Source: an optimization exercise on an open RTL-to-GDS flow (aim: small area). Production flows keep margins and buffers that such runs may drop.
Only simulation tests tie the RTL to the original design; equivalence was not proved.
No activity file was given, so power comes from the tool's default toggle rates.

**run.sh**
```bash
#!/bin/bash
# synth_recipe.tcl (not shown) runs the flow's synth.tcl, then flattens the netlist and writes it again
# the make line also repeats each setting of config.mk as NAME=value (left out here)
make -C /OpenROAD-flow-scripts/flow DESIGN_CONFIG=/design/flow/config.mk WORK_HOME=/design/flow/orfs CLKGATE_MAP_FILE= SYNTH_SCRIPT=/design/flow/synth_recipe.tcl finish
```
**config.mk**
```make
export PLATFORM = sky130hd
export DESIGN_NAME = top
export DESIGN_NICKNAME = top
export VERILOG_FILES = /design/flow/design.v
export SDC_FILE = /design/flow/constraint.sdc
export NUM_CORES = 8
export LEC_CHECK = 0
export CAP_MARGIN = 20
export CORE_MARGIN = 2
export CORE_UTILIZATION = 40
export SLEW_MARGIN = 20
```
**constraint.sdc**
```tcl
create_clock -name core_clock -period 10.0 [get_ports {clk}]
set_input_delay 2.0000 -clock core_clock [delete_from_list [all_inputs] [get_ports {clk}]]
set_output_delay 2.0000 -clock core_clock [all_outputs]
set_load 0.01 [all_outputs]
```
**design.v**
```verilog
module flex_counter
#(
    parameter  NUM_CNT_BITS = 4
)
(
    input logic clk, n_rst, clear, count_enable,
    input logic [NUM_CNT_BITS-1 : 0] rollover_val,
    output logic [NUM_CNT_BITS-1 : 0] count_out,
    output logic rollover_flag
);
    logic next_rollover_flag;
    logic [NUM_CNT_BITS-1 : 0] next_count_out;
    always_ff @ (posedge clk, negedge n_rst) begin
        if(n_rst == 0) begin
            count_out <= 0;
            rollover_flag <= 0;
        end
        else begin
            count_out <= next_count_out;
            rollover_flag <= next_rollover_flag;
        end
    end
    always_comb begin
        if(clear) begin
            next_count_out = 0;
        end
        else begin
            if(count_enable) begin
                if(count_out == rollover_val) begin
                    next_count_out = 1;
                end
                else begin
                    next_count_out = count_out + 1;
                end
            end
            else begin
                next_count_out = count_out;
            end
        end
    end
    always_comb begin
        if(clear) begin
            next_rollover_flag = 0;
        end
        else begin
            if(rollover_val == next_count_out) begin
                next_rollover_flag = 1;
            end
            else begin
                next_rollover_flag = 0;
            end
        end
    end
endmodule
module flex_stp_sr
#(
    parameter NUM_BITS = 8,
    parameter SHIFT_MSB = 1
)
(
    input logic clk, n_rst, shift_enable, serial_in,
    output logic [NUM_BITS-1:0] parallel_out
);
    logic [NUM_BITS - 1:0] nxt_parallel_out;
    always_ff @( posedge clk, negedge n_rst ) begin
        if(n_rst == 0) begin
            parallel_out <= '1;
        end
        else begin
            parallel_out <= nxt_parallel_out;
        end
    end
    always_comb begin 
        if(shift_enable) begin
            if(SHIFT_MSB) begin
                nxt_parallel_out = {parallel_out[NUM_BITS - 2:0], serial_in};
            end
            else begin
                nxt_parallel_out = {serial_in, parallel_out[NUM_BITS - 1:1]};
            end
        end
        else begin
            nxt_parallel_out = parallel_out;
        end
    end
endmodule
module flex_pts_sr
#(
    parameter NUM_BITS = 4,
    parameter SHIFT_MSB = 1
)
(
    input logic clk, n_rst, shift_enable, load_enable,
    input logic [NUM_BITS-1 : 0] parallel_in,
    output logic serial_out
);
    logic [NUM_BITS-1 : 0] next_parallel;
    logic [NUM_BITS-1 : 0] parallel_out;
    always_ff @ (posedge clk, negedge n_rst) begin
        if(n_rst == 0) begin
            parallel_out <= '1;
        end
        else begin
            parallel_out <= next_parallel;
        end
    end
    always_comb begin
        if(load_enable) begin
            next_parallel = parallel_in;
        end
        else if(shift_enable) begin
            if(SHIFT_MSB) begin
                next_parallel = {parallel_out[NUM_BITS-2 : 0], 1'b1};
            end
            else begin
                next_parallel = {1'b1, parallel_out[NUM_BITS-1 : 1]};
            end       
        end
        else begin
            next_parallel = parallel_out;
        end
    end
    always_comb begin
        if(!SHIFT_MSB) begin
            serial_out = parallel_out[0];
        end
        else begin
            serial_out = parallel_out[NUM_BITS - 1];
        end
    end
endmodule
module sync_high
(
    input logic clk, n_rst, async_in,
    output logic sync_out
);
    logic temp;
    always_ff @( posedge clk, negedge n_rst ) begin : Synchronizer
        if(n_rst == 1'b0) begin
            sync_out <= 1'b1;
            temp <= 1'b1;
        end
        else begin
            temp <= async_in;
            sync_out <= temp;
        end
    end
endmodule
module sync_low
(
    input logic clk, n_rst, async_in,
    output logic sync_out
);
    logic temp;
    always_ff @( posedge clk, negedge n_rst ) begin : Synchronizer
        if(n_rst == 1'b0) begin
            sync_out <= 1'b0;
            temp <= 1'b0;
        end
        else begin
            temp <= async_in;
            sync_out <= temp;
        end
    end
endmodule
module eop_detector
(
    input logic clk, n_rst, dp_sync, dm_sync,
    output logic eop
);
    assign eop = (!dm_sync && !dp_sync);
endmodule
module edge_detector
(
    input logic clk, n_rst, dp_sync,
    output logic d_edge
);
    logic dp_temp;
    assign d_edge = (!dp_sync & dp_temp);
    always_ff @( posedge clk, negedge n_rst ) begin : Synchronizer
        if(n_rst == 1'b0) begin
            dp_temp <= 1'b1;
        end
        else begin
            dp_temp <= dp_sync;
        end
    end
endmodule
module decoder
(
    input logic clk, n_rst, dp_sync, eop, shift_enable,
    output logic d_orig
);
    logic temp_mid, temp_end, next_temp_end;
    assign d_orig = !(temp_mid ^ temp_end);
    always_ff @( posedge clk, negedge n_rst ) begin : Synchronizer
        if(n_rst == 1'b0) begin
            temp_mid <= 1'b1;
            temp_end <= 1'b1;
        end
        else begin
            temp_mid <= dp_sync;
            temp_end <= next_temp_end;
        end
    end
    always_comb begin
        if(shift_enable) begin
            if(eop) begin
                next_temp_end = 1'b1;
            end
            else begin
                next_temp_end = temp_mid;
            end
        end
        else begin
            next_temp_end = temp_end;
        end
    end
endmodule
module timer
(   
    input logic clk, n_rst, d_edge, rcving,
    output logic shift_enable, byte_received
);
    logic nxt_shift_enable;
    logic [3:0] count, nxt_count;
    always_ff @( posedge clk, negedge n_rst ) begin
        if(!n_rst) begin
            count <= 4'd5;
            shift_enable <= 1'b0;
        end
        else begin
            count <= nxt_count;
            shift_enable <= nxt_shift_enable;
        end
    end
    always_comb begin
        nxt_count = count;
        if(d_edge) begin
            nxt_count = 4'd5;
        end
        else if(rcving) begin
            if(count == 4'd8)begin
                nxt_count = 4'd1;
            end
            else begin
                nxt_count = count + 4'd1;
            end
        end
    end
    always_comb begin
        nxt_shift_enable = 1'b0;
        if(d_edge) begin
            nxt_shift_enable = 1'b0;
        end
        else if(nxt_count == 4'd8) begin
            nxt_shift_enable = 1'b1;
        end
        else begin
            nxt_shift_enable = 1'b0;
        end
    end
    flex_counter #( .NUM_CNT_BITS(4)) bit_counter (.clk(clk), .n_rst(n_rst), .clear(byte_received || !rcving), .count_enable(shift_enable), .rollover_val(4'd8), 
                                .rollover_flag(byte_received), .count_out());
endmodule
module shift_register
(   
    input logic clk, n_rst, d_orig, shift_enable,
    output logic [7:0] data
);
    flex_stp_sr #(.NUM_BITS(8), .SHIFT_MSB(0)) sr0 ( .clk(clk), .n_rst(n_rst), .shift_enable(shift_enable),
                                                    .serial_in(d_orig), .parallel_out(data));
endmodule
module rcu (
    input logic clk, n_rst, d_edge, eop, shift_enable, byte_received, buff_full,
    input logic [5:0] buffer_occupancy,
    input logic [7:0] data, 
    output logic rcving, w_enable, r_error, flush, data_en, buff_clear, data_ready,
    output logic [2:0] pid
);
    localparam SYNC_BYTE = 8'b10000000;
    typedef enum logic [4:0] { IDLE, EIDLE, SYNC, PID_CHK, DATA_RCV, DATA_LOAD, LOAD_WAIT, BUFF_CLEAR, INC_PCKT, ERR, EOP_WAIT, EEOP_WAIT, ADDR_CHK, ENDP1, ENDP2, ENDP_CHK, CRC_RCV, DATA_READY, PRE_EOP_WAIT } states;
    states state, nxt_state;
    logic nxt_w_enable, nxt_r_error, nxt_flush, nxt_data_en, nxt_buff_clear, nxt_data_ready;
    logic [2:0] nxt_pid;
    always_ff @( posedge clk, negedge n_rst ) begin
        if(!n_rst) begin
            state <= IDLE;
            w_enable <= 0;
            r_error <= 0;
            flush <= 0;
            data_en <= 0;
            buff_clear <= 0;
            data_ready <= 0;
            pid <= 3'b0;
        end
        else begin
            state <= nxt_state;
            w_enable <= nxt_w_enable;
            r_error <= nxt_r_error;
            flush <= nxt_flush;
            data_en <= nxt_data_en;
            buff_clear <= nxt_buff_clear;
            data_ready <= nxt_data_ready;
            pid <= nxt_pid;
        end
    end
    always_comb begin
        nxt_state = state;
        case(state) 
            IDLE: if(d_edge) nxt_state = SYNC;
            EIDLE: if(d_edge) nxt_state = SYNC;
            SYNC: begin
                if((eop && shift_enable)) nxt_state = EOP_WAIT;
                else if((data == SYNC_BYTE) && byte_received) nxt_state = PID_CHK;
                else if((data != SYNC_BYTE) && byte_received) nxt_state = ERR;
            end
            PID_CHK: begin
                if(byte_received) begin
                    if((data[3:0] == 4'b0011) || (data[3:0] == 4'b1011)) nxt_state = DATA_RCV;
                    else if((data[3:0] == 4'b0001) || (data[3:0] == 4'b1001)) nxt_state = ADDR_CHK;
                    else if((data[3:0] == 4'b0010) || (data[3:0] == 4'b1010) || (data[3:0] == 4'b1110)) nxt_state = PRE_EOP_WAIT;
                    else nxt_state = ERR;
                end
            end
            DATA_RCV:begin
                if(eop && byte_received) nxt_state = DATA_LOAD;
                else if(eop && shift_enable) nxt_state = INC_PCKT;
                else if(buff_full) nxt_state = DATA_LOAD;
            end
            DATA_LOAD: begin
                if(eop && shift_enable) nxt_state = EOP_WAIT;
                else nxt_state = LOAD_WAIT;
            end
            LOAD_WAIT: if(shift_enable) nxt_state = BUFF_CLEAR;
            BUFF_CLEAR: begin
                if(eop) nxt_state = EOP_WAIT;
                else if(shift_enable) nxt_state = DATA_RCV;
            end
            INC_PCKT: if(eop && shift_enable) nxt_state = EIDLE;
            ERR: if(eop && shift_enable) nxt_state = EEOP_WAIT;
            PRE_EOP_WAIT: begin
                if(!eop && shift_enable) nxt_state = ERR;
                else if(eop && shift_enable) nxt_state = EOP_WAIT;
            end
            EOP_WAIT: begin
                if(!eop && shift_enable) nxt_state = ERR;
                else if(eop && shift_enable) nxt_state = DATA_READY;
            end
            EEOP_WAIT: begin
                if(!eop && shift_enable) nxt_state = ERR;
                else if(eop && shift_enable) nxt_state = EIDLE;
            end
            ADDR_CHK: begin
                if(byte_received && (data == 8'b0)) nxt_state = ENDP1;
                else if(byte_received && !(data == 8'b0)) nxt_state = ERR;
            end
            ENDP1: if(shift_enable) nxt_state = ENDP2;
            ENDP2: if(shift_enable) nxt_state = ENDP_CHK;
            ENDP_CHK: begin
                if(shift_enable) begin
                    if((data[7:5] == 3'b0)) nxt_state = CRC_RCV;
                    else nxt_state = ERR;
                end 
            end
            CRC_RCV: if(eop && shift_enable) nxt_state = EOP_WAIT;
            DATA_READY: nxt_state = IDLE;
        endcase
    end
    always_comb begin
        nxt_data_en = 1'b0;
        nxt_buff_clear = 1'b0;
        nxt_data_ready = 1'b0;
        nxt_pid = pid;
        rcving = 1'b1;
        nxt_w_enable = w_enable;
        nxt_r_error = r_error;
        nxt_flush = flush;
        case(state)
            IDLE: begin
                rcving = 1'b0;
                nxt_w_enable = 1'b0;
                nxt_r_error = 1'b0;
                nxt_flush = 1'b0;
                nxt_pid = 3'b0;
            end
            EIDLE: begin
                rcving = 1'b0;
                nxt_w_enable = 1'b0;
                nxt_r_error = 1'b1;
                nxt_flush = 1'b0;
                nxt_pid = 3'b0;
            end
            SYNC: begin
                rcving = 1'b1;
                nxt_w_enable = 1'b0;
                nxt_r_error = 1'b0;
                nxt_flush = 1'b1;
                nxt_pid = 3'b0;
            end
            PID_CHK: begin
                rcving = 1'b1;
                nxt_w_enable = 1'b0;
                nxt_r_error = 1'b0;
                nxt_flush = 1'b0;
                if(byte_received) begin
                    case(data[3:0])
                        4'b0001: nxt_pid = 3'b001;
                        4'b1001: nxt_pid = 3'b010;
                        4'b0011: nxt_pid = 3'b011;
                        4'b1011: nxt_pid = 3'b100;
                        4'b0010: nxt_pid = 3'b101;
                        4'b1010: nxt_pid = 3'b110;
                        4'b1110: nxt_pid = 3'b111;
                        default: nxt_pid = 3'b000;
                    endcase
                end
            end
            DATA_RCV: begin
                rcving = 1'b1;
                nxt_w_enable = 1'b0;
                nxt_r_error = 1'b0;
                nxt_flush = 1'b0;
                nxt_pid = pid;
                nxt_data_en = 1'b1;
            end
            DATA_LOAD: begin
                rcving = 1'b1;
                nxt_w_enable = 1'b1;
                nxt_r_error = 1'b0;
                nxt_flush = 1'b0;
                nxt_pid = pid;
                nxt_data_en = 1'b1;
            end
            LOAD_WAIT: nxt_w_enable = 1'b0;
            BUFF_CLEAR: nxt_buff_clear = 1'b1;
            ERR: begin
                rcving = 1'b1;
                nxt_w_enable = 1'b0;
                nxt_r_error = 1'b1;
                nxt_flush = 1'b0;
                nxt_pid = pid;
            end
            INC_PCKT: begin
                rcving = 1'b1;
                nxt_w_enable = 1'b1;
                nxt_r_error = 1'b1;
                nxt_flush = 1'b0;
                nxt_pid = pid;
            end
            EOP_WAIT: begin
                rcving = 1'b1;
                nxt_w_enable = 1'b0;
                nxt_r_error = 1'b0;
                nxt_flush = 1'b0;
                nxt_pid = pid;
            end
            EEOP_WAIT: begin
                rcving = 1'b1;
                nxt_w_enable = 1'b0;
                nxt_r_error = 1'b1;
                nxt_flush = 1'b0;
                nxt_pid = pid;
            end
            CRC_RCV: begin
                rcving = 1'b1;
                nxt_w_enable = 1'b0;
                nxt_r_error = 1'b0;
                nxt_flush = 1'b0;
                nxt_pid = pid;
            end
            DATA_READY: nxt_data_ready = 1'b1;
        endcase
    end
endmodule
module rx_data_buffer
(
    input logic clk, n_rst, byte_received, data_en, buff_clear,
    input logic [7:0] data,
    output logic buff_full,
    output logic [31:0] rcv_data
);
    logic [2:0] count, nxt_count;
    logic [31:0] nxt_rcv_data;
    always_ff @( posedge clk, negedge n_rst ) begin : Synchronizer
        if(n_rst == 1'b0) begin
            rcv_data <= 32'b0;
            count <= 3'b0;
        end
        else begin
            rcv_data <= nxt_rcv_data;
            count <= nxt_count;
        end
    end
    always_comb begin
        nxt_rcv_data = rcv_data;
        if(byte_received && data_en) begin
            nxt_rcv_data = {data, rcv_data[31:8]};
        end
        else if(buff_clear) begin
            nxt_rcv_data = 32'b0;
        end
    end
    always_comb begin
        buff_full = 1'b0;
        if(count == 3'd4) begin
            buff_full = 1'b1;
        end
    end
    always_comb begin
        nxt_count = count;
        if(byte_received && data_en) begin
            nxt_count = count + 1;
        end
        else if(count == 3'd4) begin
            nxt_count = 2'b0;
        end
    end
endmodule
module usb_receiver(
    input logic clk, n_rst, dp_i, dm_i, 
    input logic [5:0] buffer_occupancy,
    output logic w_enable, rcving, r_error, flush, data_ready,
    output logic [2:0] pid,
    output logic [31:0] rcv_data
);
    logic dp_sync, dm_sync, eop, d_orig, d_edge, shift_enable, byte_received, buff_full, data_en, buff_clear;
    logic [7:0] data;
    sync_high high_synchonizer ( .clk(clk), .n_rst(n_rst), .async_in(dp_i), .sync_out(dp_sync) );
    sync_low low_synchonizer ( .clk(clk), .n_rst(n_rst), .async_in(dm_i), .sync_out(dm_sync) );
    eop_detector eop_detc ( .clk(clk), .n_rst(n_rst), .dp_sync(dp_sync), .dm_sync(dm_sync), .eop(eop) );
    edge_detector edge_detc ( .clk(clk), .n_rst(n_rst), .dp_sync(dp_sync), .d_edge(d_edge) );
    decoder decode ( .clk(clk), .n_rst(n_rst), .dp_sync(dp_sync), .eop(eop), .shift_enable(shift_enable), .d_orig(d_orig) );
    timer time_block ( .clk(clk), .n_rst(n_rst), .d_edge(d_edge), .rcving(rcving), .shift_enable(shift_enable), .byte_received(byte_received) );
    shift_register shift_reg ( .clk(clk), .n_rst(n_rst), .d_orig(d_orig), .shift_enable(shift_enable), .data(data) );
    rcu controller ( .clk(clk), .n_rst(n_rst), .d_edge(d_edge), .eop(eop), .shift_enable(shift_enable), .byte_received(byte_received), .buff_full(buff_full), .data(data), .data_ready(data_ready),
                     .buffer_occupancy(buffer_occupancy), .rcving(rcving), .w_enable(w_enable), .buff_clear(buff_clear), .r_error(r_error), .flush(flush), .data_en(data_en), .pid(pid) );
    rx_data_buffer data_buffer ( .clk(clk), .n_rst(n_rst), .byte_received(byte_received), .data_en(data_en), .buff_clear(buff_clear), .data(data), .buff_full(buff_full), .rcv_data(rcv_data) );
endmodule
module timer_tx (
    input logic enable_timer, clk, n_rst,
    output logic byte_complete, clk12
);
    logic [3:0] count_out1;
    logic [3:0] count_out2;
    flex_counter CNT1(.clk(clk), .n_rst(n_rst), .clear(!enable_timer),
                    .count_enable(enable_timer), .rollover_val(4'b1000), 
                    .count_out(count_out1), .rollover_flag(clk12));
    flex_counter CNT2(.clk(clk), .n_rst(n_rst), .clear(!enable_timer),
                    .count_enable(clk12), .rollover_val(4'b1000), 
                    .count_out(count_out2), .rollover_flag(byte_complete));
endmodule
module timer2_tx (
    input logic enable_timer_bits8, clk, n_rst,
    output logic bits8
);
    logic [3:0] count_out1;
    flex_counter CNT1(.clk(clk), .n_rst(n_rst), .clear(!enable_timer_bits8),
                    .count_enable(enable_timer_bits8), .rollover_val(4'b1001), 
                    .count_out(count_out1), .rollover_flag(bits8));
endmodule
module timer3_tx (
    input logic enable_timer_bits54, enable_timer_bits52, clk, n_rst,
    output logic bits54
);
    logic [5:0] tmp_rollover_val;
    logic tmp_count_enable;
    always_comb begin
        if(enable_timer_bits52) begin
            tmp_rollover_val = 6'd52;
        end
        else if(enable_timer_bits54) begin
            tmp_rollover_val = 6'd54;
        end
        else begin
            tmp_rollover_val = '0;
        end    
    end
    assign tmp_count_enable = enable_timer_bits54 || enable_timer_bits52;
    logic [5:0] count_out1;
    flex_counter #(.NUM_CNT_BITS(6)) CNT1(.clk(clk), .n_rst(n_rst), .clear(!tmp_count_enable),
                    .count_enable(tmp_count_enable), .rollover_val(tmp_rollover_val), 
                    .count_out(count_out1), .rollover_flag(bits54));
endmodule
module timer4_tx (
    input logic enable_timer_bits51, clk, n_rst,
    output logic bits51
);
    logic [5:0] count_out1;
    flex_counter #(.NUM_CNT_BITS(6)) CNT1(.clk(clk), .n_rst(n_rst), .clear(!enable_timer_bits51),
                    .count_enable(enable_timer_bits51), .rollover_val(6'd51), 
                    .count_out(count_out1), .rollover_flag(bits51));
endmodule
module shift_register_tx (
    input logic enable_pts, clk12, clk, n_rst,
    input logic [1:0] send_data,
    input logic [2:0] tx_packet,
    input logic [7:0] tx_packet_data,
    output logic serial_out
);
    logic [7:0] data;
    logic [3:0] tx_packet_out;
    logic [3:0] tx_packet_out_held;
    logic [6:0] counter;
    always_comb begin
        case(tx_packet)
            1: begin
                tx_packet_out = 4'b0011;
            end
            2: begin
                tx_packet_out = 4'b0010;
            end
            3: begin
                tx_packet_out = 4'b1010;
            end
            4: begin
                tx_packet_out = 4'b1110;
            end
            default: tx_packet_out = '0;
        endcase
    end
    always_ff @(posedge clk, negedge n_rst) begin
        if(!n_rst) begin
            counter <= 6'b0;
            tx_packet_out_held <= 4'b0;
        end
        else begin
            if(counter == 0 &&(tx_packet_out == 4'b0011 ||
                tx_packet_out == 4'b0010 || tx_packet_out == 4'b1010 ||
                tx_packet_out == 4'b1110)) begin
                tx_packet_out_held <= tx_packet_out;
                counter <= counter + 1;
            end
            else if (counter > 0 && counter < 70) begin
                counter <= counter + 1;
            end
            else if(counter == 70)begin
                counter <= 0;
            end
        end
    end
    always_comb begin
        case (send_data)
            1: begin
                data = {8'b10000000}; 
            end
            2: begin
                data = {4'b0, tx_packet_out_held};
            end
            3: begin
                data = tx_packet_data;
            end
            default: 
                data = 0;
        endcase       
    end
    flex_pts_sr #(.NUM_BITS(8), .SHIFT_MSB(0))
        SR8(.clk(clk), .n_rst(n_rst), .shift_enable(clk12), 
        .load_enable(enable_pts), .parallel_in(data), .serial_out(serial_out));
endmodule
module encoder (
    input logic serial_out, send_EOP, clk, n_rst, clk12, enable_pts,
    output logic D_plus, D_minus
);
    typedef enum logic [1:0] {IDLE, ZERO, ONE, EOP} state_type;
    state_type curr_state, next_state;
    logic clk12_sync1;
    logic clk12_sync;
    logic enable_pts1;
    always_ff @(posedge clk, negedge n_rst) begin 
        if(!n_rst) begin
            clk12_sync1 <= 0;
            enable_pts1 <= 0;
        end
        else begin
            clk12_sync1 <= clk12;
            enable_pts1 <= enable_pts;
        end
    end
    always_ff @(posedge clk, negedge n_rst) begin 
        if(!n_rst) begin
            clk12_sync <= 0;
        end
        else begin
            clk12_sync <= clk12_sync1 || enable_pts1;
        end
    end
    always_ff @(posedge clk, negedge n_rst) begin
        if(!n_rst) begin
            curr_state <= IDLE;
        end
        else begin
            curr_state <= next_state;
        end
    end
    always_comb begin
        next_state = curr_state;
        D_minus = 0;
        D_plus = 0;
        case (curr_state)
            IDLE: begin
                D_plus = 1;
                D_minus = 0;
                if(serial_out == 0 && clk12_sync) begin
                    next_state = ZERO;
                end
                else if(serial_out == 1 && clk12_sync) begin
                    next_state = ONE;
                end
            end
            ZERO: begin
                D_plus = 0;
                D_minus = 1;
                if(send_EOP == 1) begin
                    next_state = EOP;
                end
                else if(serial_out == 0 && clk12_sync) begin
                    next_state = ONE;
                end
            end
            ONE: begin
                D_plus = 1;
                D_minus = 0;
                if(send_EOP == 1) begin
                    next_state = EOP;
                end
                else if(serial_out == 0 && clk12_sync) begin
                    next_state = ZERO;
                end
            end
            EOP: begin
                D_plus = 0;
                D_minus = 0;
                if(send_EOP == 1) begin
                    next_state = EOP;
                end
                else begin
                    next_state = IDLE;
                end
            end
        endcase
    end
endmodule
module controller_tx (
    input logic [2:0] tx_packet, 
    input logic byte_complete, clk, n_rst,
    input logic bits8, bits54, bits51, 
    input logic [5:0] buffer_occupancy,
    output logic enable_timer, send_EOP, enable_pts, tx_transfer_active, tx_error, get_tx_packet_data,
    output logic [1:0] send_data,
    output logic enable_timer_bits8,
    output logic enable_timer_bits54,
    output logic enable_timer_bits52,
    output logic enable_timer_bits51 
);
    typedef enum logic [4:0] {IDLE, SYNC1, SYNC2, PID, DISABLE_EN1, DISABLE_EN2, EOP1, EOP2, DISABLE_EN3, DISABLE_EN4, DISABLE_EN5, DATA, PID1, 
                            WAIT1, WAIT2, WAIT3, WAIT4, PTS, PTS1, PTS2, PTS3, GET1, GET2, ERROR} state_type;
    state_type curr_state, next_state;
    always_ff @(posedge clk, negedge n_rst) begin
        if(!n_rst) begin
            curr_state <= IDLE;
        end
        else begin
            curr_state <= next_state;
        end
    end
    always_comb begin
        next_state = curr_state;
        enable_timer = 0;
        send_EOP = 0;
        enable_pts = 0;
        tx_transfer_active = 0;
        tx_error = 0;
        send_data = '0;
        get_tx_packet_data = 0;
        enable_timer_bits8 = 0;
        enable_timer_bits54 = 0;
        enable_timer_bits52 = 0; 
        enable_timer_bits51 = 0; 
        case(curr_state)
            IDLE: begin
                if(tx_packet == 2 || tx_packet == 3 || tx_packet == 4) begin
                    next_state = SYNC1;
                end
                else if(tx_packet == 1) begin
                    next_state = SYNC2;               
                end
            end
            SYNC1: begin
                send_data = 2'b1;
                enable_timer = 1;
                enable_pts = 1;
                tx_transfer_active = 1;
                enable_timer_bits8 = 1;
                next_state = DISABLE_EN1;
            end
            DISABLE_EN1: begin
                enable_timer = 1;
                send_data = 2'd1;
                tx_transfer_active = 1;
                enable_timer_bits8 = 1;
                if(bits8) begin
                    next_state = WAIT4;
                end
            end
            WAIT4: begin
                enable_timer = 1;
                enable_timer_bits54 = 1;
                tx_transfer_active = 1;
                if(bits54) begin
                    next_state = PTS3;
                    enable_pts = 1;
                    send_data = 2'd2;
                end
            end
            PTS3: begin
                enable_timer = 1;
                send_data = 2'd2;
                tx_transfer_active = 1;
                if(byte_complete) begin
                    next_state = PID;
                end
            end
            PID: begin
                send_data = 2'd2;
                enable_timer_bits8 = 1;
                enable_timer = 1;
                tx_transfer_active = 1;
                next_state = DISABLE_EN2;
            end
            DISABLE_EN2: begin
                enable_timer = 1;
                tx_transfer_active = 1;
                enable_timer_bits8 = 1;
                if(bits8) begin
                    next_state = WAIT3;
                end
            end
            EOP1: begin
                send_EOP = 1;
                tx_transfer_active = 1;
                next_state = IDLE;
            end 
            EOP2: begin
                tx_transfer_active = 1;
                next_state = IDLE;
            end
            SYNC2: begin
                send_data = 2'd1;
                enable_timer = 1;
                enable_pts = 1;
                tx_transfer_active = 1;
                enable_timer_bits8 = 1;  
                next_state = DISABLE_EN3;
            end
            DISABLE_EN3: begin
                enable_timer = 1;
                send_data = 2'd1;
                tx_transfer_active = 1;
                enable_timer_bits8 = 1;
                if(bits8) begin
                    next_state = WAIT1;
                end
            end
            WAIT1: begin
                enable_timer = 1;
                enable_timer_bits54 = 1;
                tx_transfer_active = 1;
                if(bits54) begin
                    next_state = PTS;
                    enable_pts = 1;
                    send_data = 2'd2;
                end
            end
            PTS: begin
                enable_timer = 1;
                send_data = 2'd2;
                tx_transfer_active = 1;
                if(byte_complete) begin
                    next_state = PID1;
                end
            end
            PID1: begin
                send_data = 2'd2;
                enable_timer_bits8 = 1;  
                tx_transfer_active = 1;
                next_state = DISABLE_EN4;
                enable_timer = 1;
            end
            DISABLE_EN4: begin
                enable_timer = 1;
                tx_transfer_active = 1;
                enable_timer_bits8 = 1;
                if(bits8) begin
                    next_state = WAIT2;
                end
            end
            WAIT2: begin
                enable_timer = 1;
                enable_timer_bits52 = 1;
                enable_timer_bits51 = 1;
                tx_transfer_active = 1;
                if(bits51) begin
                    next_state = GET1;
                    get_tx_packet_data = 1;
                end
            end
            GET1: begin
                enable_timer = 1;
                tx_transfer_active = 1;
                if(bits54) begin
                    next_state = PTS1;
                    enable_pts = 1;
                    send_data = 2'd3;
                end
            end
            PTS1: begin
                enable_timer = 1;
                send_data = 2'd3;
                tx_transfer_active = 1;
                if(byte_complete) begin
                    next_state = DATA;
                end
            end
            DATA: begin
                send_data = 2'd3;
                tx_transfer_active = 1;
                enable_timer_bits8 = 1;
                if(buffer_occupancy == 0) begin
                    next_state = ERROR;
                end
                next_state = DISABLE_EN5;
                enable_timer = 1;
            end
            DISABLE_EN5: begin
                enable_timer = 1;
                tx_transfer_active = 1;
                enable_timer_bits8 = 1;
                if(bits8) begin
                    next_state = WAIT3;
                end
            end
            WAIT3: begin
                enable_timer = 1;
                enable_timer_bits52 = 1;
                tx_transfer_active = 1;
                enable_timer_bits51 = 1;
                if(bits51) begin
                    next_state = GET2;
                    get_tx_packet_data = 1;
                end
            end
            GET2: begin
                enable_timer = 1;
                tx_transfer_active = 1;
                if(bits54) begin
                    enable_pts = 1;
                    next_state = PTS2;
                    send_data = 2'd3;
                end
            end
            PTS2: begin
                enable_timer = 1;
                tx_transfer_active = 1;            
                if(byte_complete) begin
                    if(buffer_occupancy == 0) begin
                        send_EOP = 1;
                        next_state = EOP1;
                    end
                    else begin
                        send_data = 2'd3;
                        next_state = DATA;
                    end
                end
            end
            ERROR: begin
                tx_error = 1;
                next_state = IDLE;
            end
        endcase
    end
endmodule
module usb_tx (
    input logic [5:0] buffer_occupancy, 
    input logic clk, n_rst,
    input logic [7:0] tx_packet_data, 
    input logic [2:0] tx_packet, 
    output logic tx_transfer_active, tx_error, dplus_out, dminus_out, get_tx_packet_data
);
    logic enable_timer;
    logic byte_complete;
    logic [1:0] send_data;
    logic enable_pts;
    logic send_EOP;
    logic clk12;
    logic [7:0] data;
    logic serial_out;
    logic enable_timer_bits8;  
    logic bits8;  
    logic enable_timer_bits54;
    logic bits54;
    logic enable_timer_bits52;
    logic bits51;
    logic enable_timer_bits51;
    controller_tx CONTROLLER(.tx_packet(tx_packet),
                            .byte_complete(byte_complete), 
                            .clk(clk), 
                            .n_rst(n_rst),
                            .enable_timer(enable_timer),
                            .send_EOP(send_EOP),
                            .enable_pts(enable_pts),
                            .tx_transfer_active(tx_transfer_active), 
                            .tx_error(tx_error), 
                            .get_tx_packet_data(get_tx_packet_data),
                            .send_data(send_data),
                            .bits8(bits8),
                            .enable_timer_bits8(enable_timer_bits8),
                            .bits54(bits54),
                            .enable_timer_bits54(enable_timer_bits54),
                            .bits51(bits51),
                            .enable_timer_bits51(enable_timer_bits51),
                            .enable_timer_bits52(enable_timer_bits52),
                            .buffer_occupancy(buffer_occupancy));
    timer_tx TIMER(.clk(clk),
                    .n_rst(n_rst),
                    .enable_timer(enable_timer),
                    .byte_complete(byte_complete),
                    .clk12(clk12));
    timer2_tx TIMER2(.clk(clk),
                    .n_rst(n_rst),
                    .enable_timer_bits8(enable_timer_bits8),
                    .bits8(bits8));
    timer3_tx TIMER3(.clk(clk),
                    .n_rst(n_rst),
                    .enable_timer_bits54(enable_timer_bits54),
                    .enable_timer_bits52(enable_timer_bits52),
                    .bits54(bits54));
    timer4_tx TIMER4(.clk(clk),
                    .n_rst(n_rst),
                    .enable_timer_bits51(enable_timer_bits51),
                    .bits51(bits51));
    shift_register_tx SHIFT_REG(.clk(clk), .n_rst(n_rst),
                            .clk12(clk12), 
                            .enable_pts(enable_pts),
                            .send_data(send_data),
                            .tx_packet(tx_packet),
                            .tx_packet_data(tx_packet_data),
                            .serial_out(serial_out));
    encoder ENCODER_TX(.clk(clk), .n_rst(n_rst),
                        .serial_out(serial_out), 
                        .send_EOP(send_EOP),
                        .D_plus(dplus_out),
                        .D_minus(dminus_out),
                        .clk12(clk12),
                        .enable_pts(enable_pts));
endmodule
module data_buffer_tx #(parameter BW = 8) (
    input logic store_tx_data, clear, get_tx_packet_data, clk, n_rst,
    input logic [4*BW-1:0] tx_data,
    input logic [1:0] hsize,
    output logic [BW-1:0] tx_packet_data,
    output logic [5:0] buffer_occupancy
);
    logic [6:0] wp;
    logic [5:0] rp;
    logic lapped;
    logic [3:0] wf;
    logic [BW-1:0] data_out;
    logic [BW-1:0] mem [64];
    wire [5:0] wa = wp[5:0];
    wire full  = (rp == 6'd63);
    wire empty = (wp == 7'd0);
    wire wr_data = store_tx_data && (hsize != 2'd0);
    wire adv = wr_data && !full;
    wire rget = get_tx_packet_data && !full && !empty;
    wire [2:0] k = (hsize == 2'd3) ? 3'd4 : (hsize == 2'd2) ? 3'd2 : 3'd1;
    wire [6:0] wa_sum = {1'b0, wa} + {4'd0, k};
    wire lapped_n = lapped || wa_sum[6];
    logic [BW-1:0] lane [4];
    always_comb begin
        for (int m = 0; m < 4; m++) lane[m] = tx_data[BW * ((m - wa[1:0]) & 3) +: BW];
    end
    always_ff @(posedge clk) begin
        for (int j = 0; j < 64; j++) begin
            if (wr_data && ((6'(j) - wa) < 6'({3'd0, k}))) mem[j] <= lane[j & 3];
        end
    end
    wire [5:0] ro = rp - wa;
    wire rvalid = (ro < 6'd4) ? wf[ro[1:0]] : (lapped || (rp < wa));
    always_ff @(posedge clk, negedge n_rst) begin
        if (!n_rst) begin
            wp <= '0;
            rp <= '0;
            lapped <= 1'b0;
            wf <= '0;
            data_out <= '0;
            tx_packet_data <= '0;
        end else begin
            if (get_tx_packet_data) tx_packet_data <= data_out;
            if (clear) begin
                wp <= '0;
                rp <= '0;
                lapped <= 1'b0;
                wf <= '0;
            end else begin
                data_out <= rvalid ? mem[rp] : '0;
                if (rget) rp <= rp + 6'd1;
                if (adv) begin
                    wp <= wp + {4'd0, k};
                    lapped <= lapped_n;
                    for (int o = 0; o < 4; o++) begin
                        if (o + k < 4) wf[o] <= wf[o + k];
                        else wf[o] <= lapped_n || ({1'b0, wa_sum[5:0]} + 7'(o) >= 7'd64);
                    end
                end else begin
                    for (int o = 0; o < 4; o++) if (o < k) wf[o] <= wr_data;
                end
            end
        end
    end
    logic [2:0] ev;
    always_comb begin
        if (clear) ev = 3'd6;
        else ev = (adv ? k : 3'd0) - {2'd0, rget};
    end
    localparam int DLY = 65;
    logic [2:0] dline [DLY];
    always_ff @(posedge clk) begin
        dline[0] <= ev;
        for (int i = 1; i < DLY; i++) dline[i] <= dline[i - 1];
    end
    logic [6:0] cnt;
    wire [2:0] old_ev = dline[DLY - 1];
    always_ff @(posedge clk, negedge n_rst) begin
        if (!n_rst) begin
            cnt <= '0;
            buffer_occupancy <= '0;
        end else begin
            if (cnt != 7'(DLY)) cnt <= cnt + 7'd1;
            else if (old_ev == 3'd6) buffer_occupancy <= '0;
            else buffer_occupancy <= buffer_occupancy + ((old_ev == 3'd7) ? 6'h3f : {3'd0, old_ev});
        end
    end
endmodule
module data_buffer_rx (
    input logic get_rx_data, store_rx_packet_data, flush, clk, n_rst,
    input logic [31:0] rx_packet_data,
    output logic [31:0] rx_data,
    output logic [5:0] buffer_occupancy_rx
);
    logic [6:0] wp;
    logic [5:0] rp;
    logic lapped, wvalid;
    logic [31:0] data_out;
    logic [31:0] mem [64];
    wire full  = (rp == 6'd63);
    wire empty = (wp == 7'd0);
    wire [5:0] wa = wp[5:0];
    wire advance = store_rx_packet_data && !full;
    wire rvalid = (rp == wa) ? wvalid : (lapped || (rp < wa));
    always_ff @(posedge clk) begin
        if (store_rx_packet_data) mem[wa] <= rx_packet_data;
    end
    always_ff @(posedge clk, negedge n_rst) begin
        if (!n_rst) begin
            wp <= '0;
            rp <= '0;
            lapped <= 1'b0;
            wvalid <= 1'b0;
            data_out <= '0;
            rx_data <= '0;
        end else begin
            rx_data <= get_rx_data ? data_out : rx_packet_data;
            if (flush) begin
                wp <= '0;
                rp <= '0;
                lapped <= 1'b0;
                wvalid <= 1'b0;
            end else begin
                data_out <= rvalid ? mem[rp] : 32'd0;
                if (advance) begin
                    wp <= wp + 7'd1;
                    lapped <= lapped || (wa == 6'd63);
                    wvalid <= lapped || (wa == 6'd63);
                end else begin
                    wvalid <= store_rx_packet_data;
                end
                if (get_rx_data && !full && !empty) rp <= rp + 6'd1;
            end
        end
    end
    assign buffer_occupancy_rx = wa - rp;
endmodule
module ahb_lite_slave
(
	input logic clk, 
    input logic n_rst, 
    input logic hsel, hwrite, 
    input logic [1:0] hsize, htrans,
    input logic [3:0] haddr, 
    input logic [31:0] hwdata,
    input logic [2:0] rx_packet,
    input logic rx_data_ready, rx_transfer_active, rx_error,
    input logic tx_transfer_active, tx_error,
    input logic [5:0] buffer_occupancy,
    input logic [31:0] rx_data,
    output logic [31:0] hrdata,
    output logic hresp,  
    output logic [1:0] hsize_out,
    output logic [2:0] tx_packet,
    output logic get_rx_data, store_tx_data, clear, 
    output logic [31:0] tx_data,
    output logic d_mode  
);
logic reg_hsel, reg_hwrite;
logic [1:0] reg_hsize, reg_htrans;
logic [3:0] reg_haddr;
logic [31:0] reg_hwdata;
logic [2:0] reg_rx_packet;
logic reg_rx_data_ready, reg_rx_transfer_active, reg_rx_error;
logic reg_tx_transfer_active, reg_tx_error;
logic [5:0] reg_buffer_occupancy;
logic [31:0] reg_rx_data;
logic [31:0] next_hrdata;
logic [2:0] next_tx_packet;
logic next_get_rx_data, next_store_tx_data, next_clear; 
logic [31:0] next_tx_data;
logic next_d_mode;
logic [3:0] rx_pid_status;
logic [3:0] reg_rx_pid_status;
logic [1:0] hsize_1;
always_ff @(posedge clk, negedge n_rst)begin
    if (n_rst == 0)begin
        reg_hsel <= '0;
        reg_hwrite <= '0;
        reg_hsize <= '0;
        reg_htrans <= '0;
        reg_haddr <= '0;
        reg_hwdata <= '0;
        reg_rx_packet <= '0;
        reg_rx_data_ready <= '0;
        reg_rx_transfer_active <= '0; 
        reg_rx_error <= '0;
        reg_tx_transfer_active <= '0;
        reg_tx_error <= '0;
        reg_buffer_occupancy <= '0;
        reg_rx_data <= '0;
        reg_rx_pid_status <= '0;
        hrdata <= '0;
        tx_packet <= '0;
        get_rx_data <= '0; 
        store_tx_data <= '0; 
        clear <= '0; 
        tx_data <= '0;
        d_mode <= '0;
        hsize_out <= '0;
        hsize_1 <= '0;
    end
    else begin
        reg_hsel <= hsel;
        reg_hwrite <= hwrite;
        reg_hsize <= hsize;
        reg_htrans <= htrans;
        reg_haddr <= haddr;
        reg_hwdata <= hwdata;
        reg_rx_packet <= rx_packet;
        reg_rx_data_ready <= rx_data_ready;
        reg_rx_transfer_active <= rx_transfer_active; 
        reg_rx_error <= rx_error;
        reg_tx_transfer_active <= tx_transfer_active;
        reg_tx_error <= tx_error;
        reg_buffer_occupancy <= buffer_occupancy;
        reg_rx_data <= rx_data; 
        reg_rx_pid_status <= rx_pid_status;
        hrdata <= next_hrdata;
        tx_packet <= next_tx_packet;
        get_rx_data <= next_get_rx_data; 
        store_tx_data <= next_store_tx_data;  
        clear <= next_clear;  
        tx_data <= next_tx_data;
        d_mode <= next_d_mode;
        hsize_1 <= hsize;
        hsize_out <= hsize_1;      
    end
end
always_comb begin
    next_hrdata = 0;  
    next_tx_packet = '0;
    next_get_rx_data = 0; 
    next_store_tx_data = 0; 
    next_clear = clear;  
    next_tx_data = tx_data;
    next_d_mode = d_mode; 
    hresp = 0;
    rx_pid_status = '0;
    case (rx_packet)
    3'b010: rx_pid_status[0] = 1'b1;
    3'b001: rx_pid_status[1] = 1'b1;
    3'b101: rx_pid_status[2] = 1'b1;
    3'b110: rx_pid_status[3] = 1'b1;
    endcase
    if (reg_hsel) begin
        if (reg_hwrite)begin
            if(reg_hsize == 3)begin  
                case (reg_haddr)
                    0: next_tx_data = hwdata;
                    1: next_tx_data = hwdata;
                    2: next_tx_data = hwdata;
                    3: next_tx_data = hwdata;
                    12: begin
                        if (hwdata == 'd1)begin
                            next_store_tx_data = hwdata;
                            next_tx_packet = hwdata;
                        end
                        if (hwdata == 'd2)begin
                            next_tx_packet = hwdata;
                        end
                        if (hwdata == 'd3)begin
                            next_tx_packet = hwdata;
                        end
                        if (hwdata == 'd4)begin
                            next_tx_packet = hwdata;
                        end
                    end
                    13: next_clear = hwdata[0];  
                endcase
            end
            else if(reg_hsize == 2)begin
                case (reg_haddr)
                    0: next_tx_data[15:0]= hwdata[15:0];
                    1: next_tx_data[15:0] = hwdata[15:0];
                    2: next_tx_data[31:16] = hwdata[15:0];
                    3: next_tx_data[31:16] = hwdata[15:0];
                    12: begin
                        if (hwdata == 'd1)begin
                            next_store_tx_data = '1;
                            next_tx_packet = hwdata;
                        end
                        if (hwdata == 'd2)begin
                            next_tx_packet = hwdata;
                        end
                        if (hwdata == 'd3)begin
                            next_tx_packet = hwdata;
                        end
                        if (hwdata == 'd4)begin
                            next_tx_packet = hwdata;
                        end
                    end
                    13: next_clear = hwdata[0];
                endcase
            end
            else if(reg_hsize == 1)begin  
                case (reg_haddr)
                    0: next_tx_data[7:0] = hwdata[7:0];
                    1: next_tx_data[15:8] = hwdata[7:0];
                    2: next_tx_data[23:16] = hwdata[7:0];
                    3: next_tx_data [31:24]= hwdata[7:0];
                    12: begin
                        if (hwdata == 'd1)begin
                            next_store_tx_data = '1;
                            next_tx_packet = hwdata;
                        end
                        if (hwdata == 'd2)begin
                            next_tx_packet = hwdata;
                        end
                        if (hwdata == 'd3)begin
                            next_tx_packet = hwdata;
                        end
                        if (hwdata == 'd4)begin
                            next_tx_packet = hwdata;
                        end
                    end
                    13: begin
                        next_clear = hwdata[0]; 
                    end
                endcase
            end
        end
    end
    if (hsel)begin
        if(!hwrite)begin
            if ((reg_haddr == haddr) && (reg_hwrite == 1))begin  
                if(hsize == 3)begin  
                    case (haddr)
                        4'd0: next_hrdata = hwdata;
                        4'd1: next_hrdata = hwdata; 
                        4'd2: next_hrdata = hwdata;
                        4'd3: next_hrdata = hwdata;
                        4'd12: next_hrdata = hwdata;  
                        4'd13: next_hrdata = hwdata;  
                    endcase
                end
                else if(hsize == 2)begin  
                    case (haddr)
                        0: next_hrdata[15:0] = hwdata[15:0];
                        1: next_hrdata[15:0] = hwdata[31:16]; 
                        2: next_hrdata[15:0] = hwdata[15:0];
                        3: next_hrdata[15:0] = hwdata[31:16];
                        12: next_hrdata = hwdata;  
                        13: next_hrdata = hwdata;
                    endcase
                end
                else if(hsize == 1)begin  
                    case (haddr)
                        0: next_hrdata[7:0] = hwdata[7:0];
                        1: next_hrdata[7:0] = hwdata[15:8];
                        2: next_hrdata[7:0] = hwdata[23:16];
                        3: next_hrdata[7:0] = hwdata[31:24]; 
                        12: next_hrdata = hwdata;  
                        13: next_hrdata = hwdata;
                    endcase
                end
            end
            else begin 
                if(hsize == 3)begin  
                case (haddr)
                    0: next_hrdata = rx_data; 
                    1: next_hrdata = rx_data;
                    2: next_hrdata = rx_data;
                    3: next_hrdata = rx_data;
                    4: next_hrdata = {22'b0, tx_transfer_active, rx_transfer_active, 3'b0, rx_pid_status, rx_data_ready};
                    5: next_hrdata = {22'b0, tx_transfer_active, rx_transfer_active, 3'b0, rx_pid_status, rx_data_ready};
                    6: next_hrdata = {24'b0, tx_error, 6'b0, rx_error};
                    7: next_hrdata = {24'b0, tx_error, 6'b0, rx_error};
                    8: next_hrdata = {26'b0, buffer_occupancy};  
                    12: next_hrdata = tx_packet;  
                    13: next_hrdata = clear;
                endcase
                end
                if(hsize == 2)begin  
                    case (haddr)
                        0: next_hrdata[15:0] = rx_data[15:0];
                        1: next_hrdata[15:0] = rx_data[31:16]; 
                        2: next_hrdata[15:0] = rx_data[15:0];
                        3: next_hrdata[15:0] = rx_data[31:16];
                        4: next_hrdata[15:0] = {6'b0, tx_transfer_active, rx_transfer_active, 3'b0, rx_pid_status, rx_data_ready};
                        5: next_hrdata[15:0] = {6'b0, tx_transfer_active, rx_transfer_active, 3'b0, rx_pid_status, rx_data_ready};
                        6: next_hrdata = {8'b0, tx_error, 6'b0, rx_error};
                        7: next_hrdata = {8'b0, tx_error, 6'b0, rx_error};
                        8: next_hrdata = {10'b0, buffer_occupancy};  
                        12: next_hrdata = tx_packet;  
                        13: next_hrdata = clear;
                    endcase
                end
                if(hsize == 1)begin  
                    case (haddr)
                        0: next_hrdata[7:0] = rx_data[7:0];
                        1: next_hrdata[7:0] = rx_data[15:8];
                        2: next_hrdata[7:0] = rx_data[23:16];
                        3: next_hrdata[7:0] = rx_data[31:24]; 
                        4: next_hrdata[7:0] = {rx_transfer_active, 3'b0, rx_pid_status, rx_data_ready};
                        5: next_hrdata[7:0] = {6'b0, tx_transfer_active};
                        6: next_hrdata[7:0] = {tx_error, 6'b0, rx_error};
                        7: next_hrdata[7:0] = {8'b0};
                        8: next_hrdata[7:0] = {2'b0, buffer_occupancy};  
                        12: next_hrdata = tx_packet;  
                        13: next_hrdata = clear;
                    endcase
                end
            end
        end
    end
    if (hsel && !hwrite && ((haddr==0)||(haddr==1)||(haddr == 2)||(haddr == 3)))begin
        next_get_rx_data = 1;
    end
    if ((haddr>=4 && haddr<=8) && hwrite)begin
        hresp = 1;
    end
    if (haddr < 0 || haddr > 13)begin  
        hresp = 1;
    end
    if (haddr == 9 || haddr == 10 || haddr == 11)begin  
        hresp = 1;
    end
end
endmodule
module top
(
	input logic clk, 
    input logic n_rst,
    input logic hsel, hwrite, 
    input logic [1:0] hsize, htrans,
    input logic [3:0] haddr, 
    input logic [31:0] hwdata,
    input logic dplus_i, dminus_i,
    output logic [31:0] hrdata,
    output logic hresp, d_mode,
    output logic dplus_o, dminus_o
);
logic [2:0] rx_packet;
logic rx_data_ready, rx_transfer_active, rx_error;
logic store_rx_packet, flush_rx2ahb;
logic [31:0] rx_packet_data;  
logic tx_error, tx_transfer_active;
logic get_tx_packet_data;
logic [2:0] tx_packet;
logic get_rx_data, store_tx_data;
logic [31:0] tx_data;
logic clear_ahb2buffer;
logic [31:0] rx_data;
logic [7:0] tx_packet_data;
logic [5:0] buffer_occupancy_rx;
logic [5:0] buffer_occupancy_tx;
logic [1:0] hsize_out;
ahb_lite_slave BUS( 
                .clk(clk), 
                .n_rst(n_rst), 
                .hsel(hsel), 
                .haddr(haddr), 
                .hsize(hsize), 
                .htrans(htrans), 
                .hwrite(hwrite), 
                .hwdata(hwdata), 
                .hrdata(hrdata), 
                .hresp(hresp),
                .rx_packet(rx_packet),
                .rx_data_ready(rx_data_ready),
                .rx_transfer_active(rx_transfer_active),
                .rx_error(rx_error),
                .tx_packet(tx_packet),
                .tx_transfer_active(tx_transfer_active),
                .tx_error(tx_error),
                .buffer_occupancy(buffer_occupancy_tx),
                .rx_data(rx_data),
                .get_rx_data(get_rx_data),
                .store_tx_data(store_tx_data),
                .tx_data(tx_data),
                .clear(clear_ahb2buffer),
                .hsize_out(hsize_out),
                .d_mode(d_mode)
                );
usb_receiver RX(    
                .clk(clk), 
                .n_rst(n_rst), 
                .dp_i(dplus_i), 
                .dm_i(dminus_i),
                .buffer_occupancy(buffer_occupancy_rx),
                .pid(rx_packet),
                .data_ready(rx_data_ready),
                .rcving(rx_transfer_active),
                .r_error(rx_error),                  
                .flush(flush_rx2ahb),
                .w_enable(store_rx_packet),
                .rcv_data(rx_packet_data)
                );
usb_tx TX(  
            .clk(clk), 
            .n_rst(n_rst),
            .dplus_out(dplus_o),
            .dminus_out(dminus_o),
            .tx_transfer_active(tx_transfer_active),
            .tx_error(tx_error),
            .tx_packet(tx_packet),
            .tx_packet_data(tx_packet_data),
            .get_tx_packet_data(get_tx_packet_data),
            .buffer_occupancy(buffer_occupancy_tx)
        );
data_buffer_tx TXDBUFF(       
                    .clk(clk), 
                    .n_rst(n_rst),
                    .store_tx_data(store_tx_data), 
                    .clear(clear_ahb2buffer), 
                    .get_tx_packet_data(get_tx_packet_data), 
                    .tx_packet_data(tx_packet_data),
                    .tx_data(tx_data),
                    .hsize(hsize_out),
                    .buffer_occupancy(buffer_occupancy_tx)
                    );
data_buffer_rx RXDBUFF(       
                    .clk(clk), 
                    .n_rst(n_rst),
                    .rx_data(rx_data),
                    .get_rx_data(get_rx_data), 
                    .store_rx_packet_data(store_rx_packet), 
                    .flush(flush_rx2ahb), 
                    .rx_packet_data(rx_packet_data),
                    .buffer_occupancy_rx(buffer_occupancy_rx)
                    );
endmodule
```
==> metrics.csv <==
metric,value,unit
outcome,"complete, no violations",
grt.busiest_layer,met2,
h_tree_depth,5,
drt_iter0_markers,9287,
rows,202,
grt_pass1_wl,513800,um
drive_above_1_share,19.20,%
dominantRegCellSynth,sky130_fd_sc_hd__edfxtp_1,
post-route-util,46.04,%
postSynth.asyncResetShare,10.90,%
area_growth_syn_to_layout,14.31,%
finalHoldViolCount,0,
synth-xor-area-share,0.8453,%
timing.reg2reg.worst_path_depth,8,
synth_seq_area_share,72.99,%
synth-edff-count,2560,
path_max_fanout,14,
cts.repair.resized,0,
synth_simple_gate_area_share,4.869,%
quantity_of_i_o_buffers_inserted_on_ports,78,
critPathRequiredTime,8.00,ns
criticalPathCategory,in -> out,
die_x,556.9,um
cp-end-kind,output pin,
cts_sinks,3092,
synthesis.area_per_instance,17.28,um2
finalWeightedCongestion,0.9927,
max_slew_headroom,9.412,%
grt_remaining_overflow,0,
root_buffer,sky130_fd_sc_hd__clkbuf_16,
first_global_vias,68320,
synth.cell_area,122300,um2
cap_viol_max_count,0,
grtUsageMet1,31.80,%
critPathArrivalTime,4.33,ns
skew,0.1161,ns
report.final.slew_viol_count,0,
hold_path_depth,0,
final.period_utilization,63.35,%
tritoncts,built,
rsz0062_at_grt,false,
synth.area.mux_share,12.08,%
clock_path_buffers,4,
fin_setup_tns,0,ns
drcViolationCount,0,
fmax,157.9,MHz
worst_slew_pin_slew,1.354,ns
synthesis.nets,7206,
vias,70100,
timing.critical_path.from_type,input port,
grt.met2_usage,36.13,%
syn_warnings,22,
groute.usage.overall,23.30,%
final_net_count,7439,
floorplan.initialDensity,40.28,%
synth_top_family_by_area,multiplexers,
post_drt_via_cell_ratio,6.006,
tritoncts.num_buffers,324,
synth_compound_gate_area_share,6.697,%
synth.distinct_cells,87,
fp.coreArea,303500,um2
cts.hold.buffers_added,0,
die_h,556.9,um
adder_and_majority_gate_portion_of_the_synthesized_area,0.8985,%
holdCritPathClass,reg -> reg,
ant_nets,0,
antenna_found_initial,50,
clk_latency,0.94,ns
detail_route.first_pass.iterations,7,
static-leakage-power,44.19,nW
clock_period_minus_final_worst_setup_slack,6.335,ns
pwr_density_cell,210.6,nW/um2
cts_post_setup_buffers_inserted,0,
instance_count_of_the_mapped_netlist,7074,
finalWirelength,367700,um
detail_route.wl_per_cell,31.51,um
ys_ff_latch,3092,
place_hpwl,213600,um
grtUsageMet3,5.125,%
ioPinCount,82,
clk_transition_reported_paths,0.06,ns
fp.dieArea,310100,um2
vdd_drop_max,0.0001607,V
setup_violations,0,
grt_start_max_net_pins,142,
-- per-stage QoR --
step / hold WS (ns) / power (W) / setup WS (ns) / std cells / cell area [um2]
floorplan: 0.3096 / 0.01663 / 4.646 / 7074 / 122300
global route: 0.3209 / 0.03028 / 3.611 / 11660 / 139700
global placement: 0.3126 / 0.01772 / 3.736 / 11060 / 129100
detailed placement: 0.3121 / 0.01776 / 3.710 / 11060 / 129100
CTS: 0.3188 / 0.02957 / 3.699 / 11650 / 139600
finish: 0.3175 / 0.02943 / 3.665 / 11670 / 139800
-- critical path: stages --
cell and delay, ns:
sky130_fd_sc_hd__clkdlybuf4s50_1 0.86, sky130_fd_sc_hd__nand2_1 0.54, sky130_fd_sc_hd__o21ai_0 0.16, sky130_fd_sc_hd__a21oi_1 0.19, sky130_fd_sc_hd__clkdlybuf4s50_1 0.57
-- layer usage --
metal | part of all wire [%] | vias up
met2 | 46 | 3701
met5 | 0.039 | -
met3 | 9.8 | 818
met1 | 40 | 36630
met4 | 4.7 | 26
li1 | - | 28930
-- cells in the final DEF, fill, tap and decap left out, types with 64 or more instances in the layout --
master	synthesis	layout
sky130_fd_sc_hd__a32oi_1	69	69
sky130_fd_sc_hd__o21ai_0	230	229
sky130_fd_sc_hd__ha_1	83	83
sky130_fd_sc_hd__inv_1	95	95
sky130_fd_sc_hd__clkdlybuf4s50_1	0	75
sky130_fd_sc_hd__clkbuf_1	257	64
sky130_fd_sc_hd__nand2_1	332	332
sky130_fd_sc_hd__xnor2_1	93	93
sky130_fd_sc_hd__nand3_1	91	91
sky130_fd_sc_hd__a22oi_1	286	286
sky130_fd_sc_hd__dfrtp_1	315	276
sky130_fd_sc_hd__edfxtp_1	2560	2560
sky130_fd_sc_hd__buf_4	8	219
sky130_fd_sc_hd__mux2_2	85	85
sky130_fd_sc_hd__clkbuf_16	0	328
sky130_fd_sc_hd__mux2i_1	340	340
sky130_fd_sc_hd__a221oi_1	142	142
sky130_fd_sc_hd__mux4_2	462	462
sky130_fd_sc_hd__nor2_1	365	288
sky130_fd_sc_hd__dfxtp_1	195	195
sky130_fd_sc_hd__a21oi_1	169	166
sky130_fd_sc_hd__clkinv_2	0	65
sky130_fd_sc_hd__and3_1	66	66
-- cells in the mapped netlist, types with 11 or more instances --
library cell	number	area share, %
sky130_fd_sc_hd__and3b_1	11	0.079
sky130_fd_sc_hd__ha_1	83	0.85
sky130_fd_sc_hd__dfstp_2	22	0.47
sky130_fd_sc_hd__nor3b_1	18	0.11
sky130_fd_sc_hd__o211ai_1	44	0.27
sky130_fd_sc_hd__a2111oi_0	19	0.14
sky130_fd_sc_hd__a22oi_1	286	1.8
sky130_fd_sc_hd__a221oi_1	142	1.0
sky130_fd_sc_hd__a21oi_1	169	0.69
sky130_fd_sc_hd__mux4_2	462	8.5
sky130_fd_sc_hd__a31oi_1	18	0.092
sky130_fd_sc_hd__o21ai_0	230	0.94
sky130_fd_sc_hd__nand4_1	59	0.30
sky130_fd_sc_hd__a21o_1	12	0.074
sky130_fd_sc_hd__and3_1	66	0.34
sky130_fd_sc_hd__nand3b_1	18	0.11
sky130_fd_sc_hd__a221o_1	21	0.17
sky130_fd_sc_hd__clkbuf_1	257	0.79
sky130_fd_sc_hd__nor4_1	45	0.23
sky130_fd_sc_hd__mux2i_1	340	2.8
sky130_fd_sc_hd__and2_1	18	0.092
sky130_fd_sc_hd__a211oi_1	27	0.17
sky130_fd_sc_hd__inv_1	95	0.29
sky130_fd_sc_hd__a32oi_1	69	0.49
sky130_fd_sc_hd__nor2_1	365	1.1
sky130_fd_sc_hd__nor2b_1	36	0.18
sky130_fd_sc_hd__dfxtp_1	195	3.2
sky130_fd_sc_hd__nand3_1	91	0.37
sky130_fd_sc_hd__or3_1	11	0.056
sky130_fd_sc_hd__xor2_1	25	0.18
sky130_fd_sc_hd__nand2_1	332	1.0
sky130_fd_sc_hd__nor3_1	54	0.22
sky130_fd_sc_hd__dfrtp_1	315	6.4
sky130_fd_sc_hd__buf_2	61	0.25
sky130_fd_sc_hd__o22ai_1	12	0.061
sky130_fd_sc_hd__xnor2_1	93	0.67
sky130_fd_sc_hd__edfxtp_1	2560	63
sky130_fd_sc_hd__a22o_1	28	0.20
sky130_fd_sc_hd__mux2_2	85	0.78
sky130_fd_sc_hd__buf_1	71	0.22
sky130_fd_sc_hd__nand2b_1	59	0.30
-- layout make-up --
cell class / instances / area (um2)
clock buffer: 402 / 8579
clock inverter: 189 / 1918
inverter: 99 / 379.1
multi-input combinational: 3485 / 31870
fill: 25680 / 163800
sequential: 3092 / 89310
tap: 4080 / 5105
timing repair buffer: 305 / 2541
antenna: 19 / 47.55
-- final timing paths --
kind,start,slack [ns],endpoint
worst max-delay path,haddr[3],3.67,hresp
worst min register to register,TXDBUFF.dline[61][0],0.32,TXDBUFF.dline[62][0]
min in group asynchronous,n_rst,1.23,TX.TIMER.CNT2.count_out[2]
worst min-delay path,TXDBUFF.dline[61][0],0.32,TXDBUFF.dline[62][0]
max in group asynchronous,n_rst,6.65,RX.data_buffer.rcv_data[28]
worst max register to register,RXDBUFF.rp[0],5.05,RXDBUFF.data_out[19]
-- cell families (layout without fill, tap and decap cells) --
| kind of cell | Yosys count | after routing |
|---|---|---|
| buffers and inverters | 497 | 995 |
| flip-flops | 3092 | 3092 |
| multiplexers | 887 | 887 |
| other | 1 | 20 |
| AO/OA/AOI/OAI | 1162 | 1162 |
| XOR/XNOR | 118 | 118 |
| AND/OR/NAND/NOR | 1231 | 1231 |
| adder cells (fa/ha/maj) | 86 | 86 |
-- power by group --
group / leakage, nW / internal, W / switching (W)
clock: 5.12 / 0.00682 / 0.00510
combinational: 10.6 / 0.00109 / 0.00184
sequential: 28.5 / 0.0143 / 0.000294
total: 44.2 / 0.0222 / 0.00724
-- flip-flops by register name, summed over array words and instances (netlist names), 5 cells and up --
register,count
TX.TIMER4.CNT1.count_out,6
RXDBUFF.mem,2048
TX.TIMER3.CNT1.count_out,6
TXDBUFF.wp,7
RXDBUFF.rp,6
RX.data_buffer.rcv_data,32
BUS.hrdata,32
RXDBUFF.data_out,32
RX.shift_reg.sr0.parallel_out,8
TXDBUFF.tx_packet_data,8
RXDBUFF.rx_data,32
TXDBUFF.cnt,7
BUS.tx_data,32
TX.CONTROLLER.curr_state,5
TXDBUFF.mem,512
TXDBUFF.buffer_occupancy,6
RX.controller.state,5
TX.SHIFT_REG.SR8.parallel_out,8
RXDBUFF.wp,7
TXDBUFF.data_out,8
TXDBUFF.dline,195
TX.SHIFT_REG.counter,7
TXDBUFF.rp,6

==> afterwards: timing with drivers on the ports <==
Ports are ideal in the flow. The routed layout listed here was re-timed in OpenROAD. Step 1 assumes that a clkbuf_16 drives the clock port and a buf_2 every other input. Step 2, shift: input delay + t, output delay - t, t = (earliest + latest rising clock arrival at the registers) / 2. This alone moves slack from input paths to output paths. a / b / c = ideal / step 1 / step 2; a / b = the first two.
shift t [ns]: 0.988
setup WS [ns]: 3.665 / 3.637 / 3.637
hold slack, ns: 0.318 / 0.318 / 0.318
worst data-port slew with drivers (ns): 0.21
After both steps setup and hold are still met in this run. The setup slack of this run moves by -0.028 ns with the drivers and by -0.028 ns with both steps.
